Context: an optimization exercise on an open-source flow, tuned for small area. The choices shown serve that exercise and are no tape-out recipe. The RTL was checked by simulation tests, not by an equivalence proof against the original design.

==> flow/design.v, too long to show whole: its modules and the start of the top module <==
// module dsp_top: 204 lines
// module dsp_fa: 4 lines
// module dsp_ha: 4 lines
// module dsp_xnor: 3 lines
// module dsp_oai: 3 lines
// module dsp_sop0: 5645 lines
// module dsp_sop1: 5710 lines
// module dsp_addsub16: 82 lines
module dsp_top #(
  parameter DATA_WIDTH = 16,
  parameter COEF_WIDTH = 16,
  parameter MAX_TAPS   = 8,
  parameter IIR_SECTIONS = 2,
  parameter FFT_N      = 8
)(
  input  logic clk,
  input  logic rst_n,
  input  logic [1:0] mode,
  input  logic signed [DATA_WIDTH-1:0] din_real,
  input  logic signed [DATA_WIDTH-1:0] din_imag,
  input  logic                         din_valid,
  output logic                         din_ready,
  output logic signed [DATA_WIDTH-1:0] dout_real,
  output logic signed [DATA_WIDTH-1:0] dout_imag,
  output logic                         dout_valid,
  input  logic                         fir_coeff_wr_en,
  input  logic [$clog2(MAX_TAPS)-1:0]  fir_coeff_index,
  input  logic signed [COEF_WIDTH-1:0] fir_coeff_value,
  input  logic                         iir_coeff_wr_en,
  input  logic [$clog2(IIR_SECTIONS)-1:0] iir_section_index,
  input  logic [2:0]                   iir_coeff_sel,
  input  logic signed [COEF_WIDTH-1:0] iir_coeff_value,
  input  logic start,
  output logic done
);
  // ...
==> flow/run.sh <==
#!/bin/bash
# synth_recipe.tcl (not shown) runs the flow's synth.tcl, then flattens the netlist and writes it again
# the make line also repeats each setting of config.mk as NAME=value (left out here)
make -C /OpenROAD-flow-scripts/flow DESIGN_CONFIG=/design/flow/config.mk WORK_HOME=/design/flow/orfs CLKGATE_MAP_FILE= SYNTH_SCRIPT=/design/flow/synth_recipe.tcl finish
==> flow/config.mk <==
export PLATFORM = sky130hd
export DESIGN_NAME = dsp_top
export DESIGN_NICKNAME = dsp_top
export VERILOG_FILES = /design/flow/design.v
export SDC_FILE = /design/flow/constraint.sdc
export NUM_CORES = 4
export LEC_CHECK = 0
export CAP_MARGIN = 10
export CORE_MARGIN = 2
export CORE_UTILIZATION = 60
export CTS_BUF_LIST = sky130_fd_sc_hd__clkbuf_16
export CTS_CLUSTER_DIAMETER = 100
export CTS_CLUSTER_SIZE = 24
export SLEW_MARGIN = 10
export SYNTH_HIERARCHICAL = 1
==> flow/constraint.sdc <==
create_clock -name core_clock -period 26.0 [get_ports {clk}]
set_input_delay 5.2000 -clock core_clock [delete_from_list [all_inputs] [get_ports {clk}]]
set_output_delay 5.2000 -clock core_clock [all_outputs]
set_load 0.01 [all_outputs]
==> results.cfg, run 1 <==
[layout]
final-clk-cell-share_pct = 1.642
layout_commonest_cell = fa_1
seq_cells = 820

[job]
cap_violations = 0

[worst_setup_path]
cp-endpoint = fi[0][15]$_DFFE_PP_
r2r_start = cnt[1]$_DFFE_PN0P_
cpPeakStageDelay_ns = 1.22
slowest_stage = xnor2_1
cp_num_cells = 47
startpoint = mode[0]
crit_top_cell = fa_1
startpoint_type = primary input
cp_top_family = adder cells

[die]
die_x_um = 380.6
coreArea_mm2 = 0.1412

[clock_network]
clock_sinks = 820
path_clk_slew_ns = 0.10
h-tree-depth = 2
cts_resized = 0

[sta]
period_needed_ns = 23.73
fin_worst_skew_ns = 0.05270
hold_viol = 0

[status]
status = timing/DRC/antenna clean

[worst_hold_path]
holdPathStages = 0
hp-start = fr[2][4]$_DFFE_PP_

[global_route]
grt_start_max_net_pins = 88
grt_pass1_vias = 68392
use_met1_pct = 58.93
grt_pass1_wl_um = 506800

[placed_design]
place_inst = 8879
dp_hpwl_um = 295400
portBuffers = 113
==> inputs of run 2 (changes only) <==
--- a/flow/config.mk
+++ b/flow/config.mk
@@ -6,5 +6,5 @@
 export NUM_CORES = 4
 export LEC_CHECK = 0
-export CAP_MARGIN = 10
+export CAP_MARGIN = 20
 export CORE_MARGIN = 2
 export CORE_UTILIZATION = 60
@@ -12,4 +12,4 @@
 export CTS_CLUSTER_DIAMETER = 100
 export CTS_CLUSTER_SIZE = 24
-export SLEW_MARGIN = 10
+export SLEW_MARGIN = 20
 export SYNTH_HIERARCHICAL = 1
==> run 2 against run 1 <==
- setup slack improved by 0.56 ns
- clock skew barely moved
- core utilization barely moved
- largest cell class unchanged
- count of clock-buffer cells in the layout did not move
==> results.cfg, run 2 <==
[die]
coreArea_mm2 = 0.1412
die_h_um = 380.6
rows = 138
dieArea_mm2 = 0.1449
die_x_um = 380.6
initial_core_util_pct = 60.25
io_pins = 114

[clock_network]
cts_buffers = 46
cts_setup_buffers = 0
cts_tree = done
clock_sinks = 820
h-tree-depth = 2
clock_tree.root_cell = clkbuf_16
insertion_delay_ns = 0.71
path_clk_slew_ns = 0.10
cts_resized = 0
cts_buffer_depth = 3
holdBufCountCts = 0

[global_route]
grt_antenna_before_repair = 16
gr-usage-met3_pct = 17.32
grt_pass1_vias = 68441
gr-total-overflow = 0
grt_pass1_wl_um = 507500
grtUsageTotal_pct = 50.45
grt_busiest_layer = met2
use_met1_pct = 58.19
gr-usage-met2_pct = 74.48
grt_start_max_net_pins = 88

[route]
antenna_left = 0
route.detailed.drc = 0
detail_route.wl_per_cell_um = 40.56
vias = 65810
totalWireLength_um = 364200
viasPerCell = 7.329
drt-pass1-iter-count = 9
drt_iter0_drc = 10131

[sta]
hold_viol = 0
setup_viol = 0
whs_ns = 0.4159
finalWorstSetupSlack_ns = 2.824
slew_violations = 0
period_needed_ns = 23.18
slew_headroom_pct = 11.37
fin_worst_skew_ns = 0.05289
worst_pin_slew_ns = 1.320
setup_tns_ns = 0
rsz0062_at_grt = no
finalCritPeriodShare_pct = 89.14
fmax_ghz = 0.04315

[worst_hold_path]
hp-class = register to register
min_to = fi[7][10]$_DFFE_PP_
holdPathStages = 0
hp-start = fi[6][10]$_DFFE_PP_

[placed_design]
dp_hpwl_um = 295700
preCtsSetupSlack_ns = 2.737
place.gp.congestion = 1.136
dpl_cell_area_mm2 = 0.08955
portBuffers = 113

[worst_setup_path]
crit_top_cell = fa_1
endpoint_kind = register
startpoint_type = primary input
required_ns = 26.41
worstPathMaxFanout = 50
reg2reg_depth = 47
cp.arrival_ns = 23.59
critPathKind = primary input to register
r2r-end = fi[0][15]$_DFFE_PP_
slowest_stage = xnor2_1
worst-r2r-setup-slack_ns = 7.77
cpPeakStageDelay_ns = 1.19
r2r_start = cnt[1]$_DFFE_PN0P_

[layout]
design_area_mm2 = 0.09114
final_nets = 8666
areaGrowthSynthToFinish_pct = 7.089
layout_commonest_cell = fa_1
drive_gt1_share_pct = 7.691
final_cell_mix = fa_1, xnor2_1, o22ai_1, edfxtp_1, buf_4

[logic_synthesis]
synth_nets = 8442
synth.cell_area_mm2 = 0.08510
avgSynthCellArea_um2 = 12.48
synth_cells = 6817
ys.warnings.count = 39

[job]
cap_violations = 0

[status]
status = timing/DRC/antenna clean
[run 2: critical path, delay by kind of cell]
kind                     cells  cell delay [ns]
AO/OA/AOI/OAI               12             3.41
XOR/XNOR                     3             1.96
adder cells (fa/ha/maj)     19             8.54
buffers and inverters        3             1.25
multiplexers                 2             0.73
AND/OR/NAND/NOR              8             2.33
[run 2: worst max path at each step]
stage,from,to
after floorplan,mode[0],fi[0][15]$_DFFE_PP_
final,mode[0],fi[0][15]$_DFFE_PP_
after CTS,mode[0],fi[0][15]$_DFFE_PP_
after detailed placement,mode[1],fi[0][15]$_DFFE_PP_
after global placement,mode[0],fi[0][15]$_DFFE_PP_
after global routing,mode[1],fi[0][15]$_DFFE_PP_
[run 2: area by class of cell]
type,instances,area [um^2]
diodes,16,40.04
clock buffers,46,1151
clock inverters,34,344.1
fillers,10797,50100
inverters,188,705.7
multi-input cells,5599,59060
flip-flops and latches,820,24290
well taps,1890,2365
repair buffers,386,3187
[run 2: per-layer routing]
metal	vias to the layer above	share of wire, %
met5	-	0.012
met4	6	12
met3	1691	13
met2	5737	43
met1	33078	32
li1	25298	-
[run 2: stage by stage]
stage	instances	util, %
final	8979	64.53
after global routing	8968	64.51
after CTS	8960	64.46
after detailed placement	8880	63.40
after global placement	8879	63.38
after floorplan	6817	-

==> what the ideal ports hide <==
No port has a modelled driver above. Below, the same layouts with a new extraction and two added sets of constraints.
Step 1: set_driving_cell puts a clkbuf_16 on clk and a buf_2 on each other input, an assumption about the parent block.
Step 2 times the ports against the registers' clock, not the clock port: input delays grow and output delays shrink by t, the midpoint of the rising clock arrivals with the driver on.
a / b / c = ideal / step 1 / step 2; a / b = the first two.
run | t (ns) | slack for setup (ns) | hold slack, ns | latest minus earliest clock arrival (ns) | cell pins on the clock port's net
run 1 | 0.777 | 2.267 / 2.321 / 1.544 | 0.422 / 0.422 / 0.422 | 0.054 / 0.054 | 1
run 2 | 0.778 | 2.824 / 2.877 / 2.099 | 0.416 / 0.416 / 0.416 | 0.053 / 0.053 | 1
After both steps setup and hold are still met in every run listed. The setup slack of run 2, which loses most, moves by +0.053 ns with the drivers and by -0.725 ns with both steps.
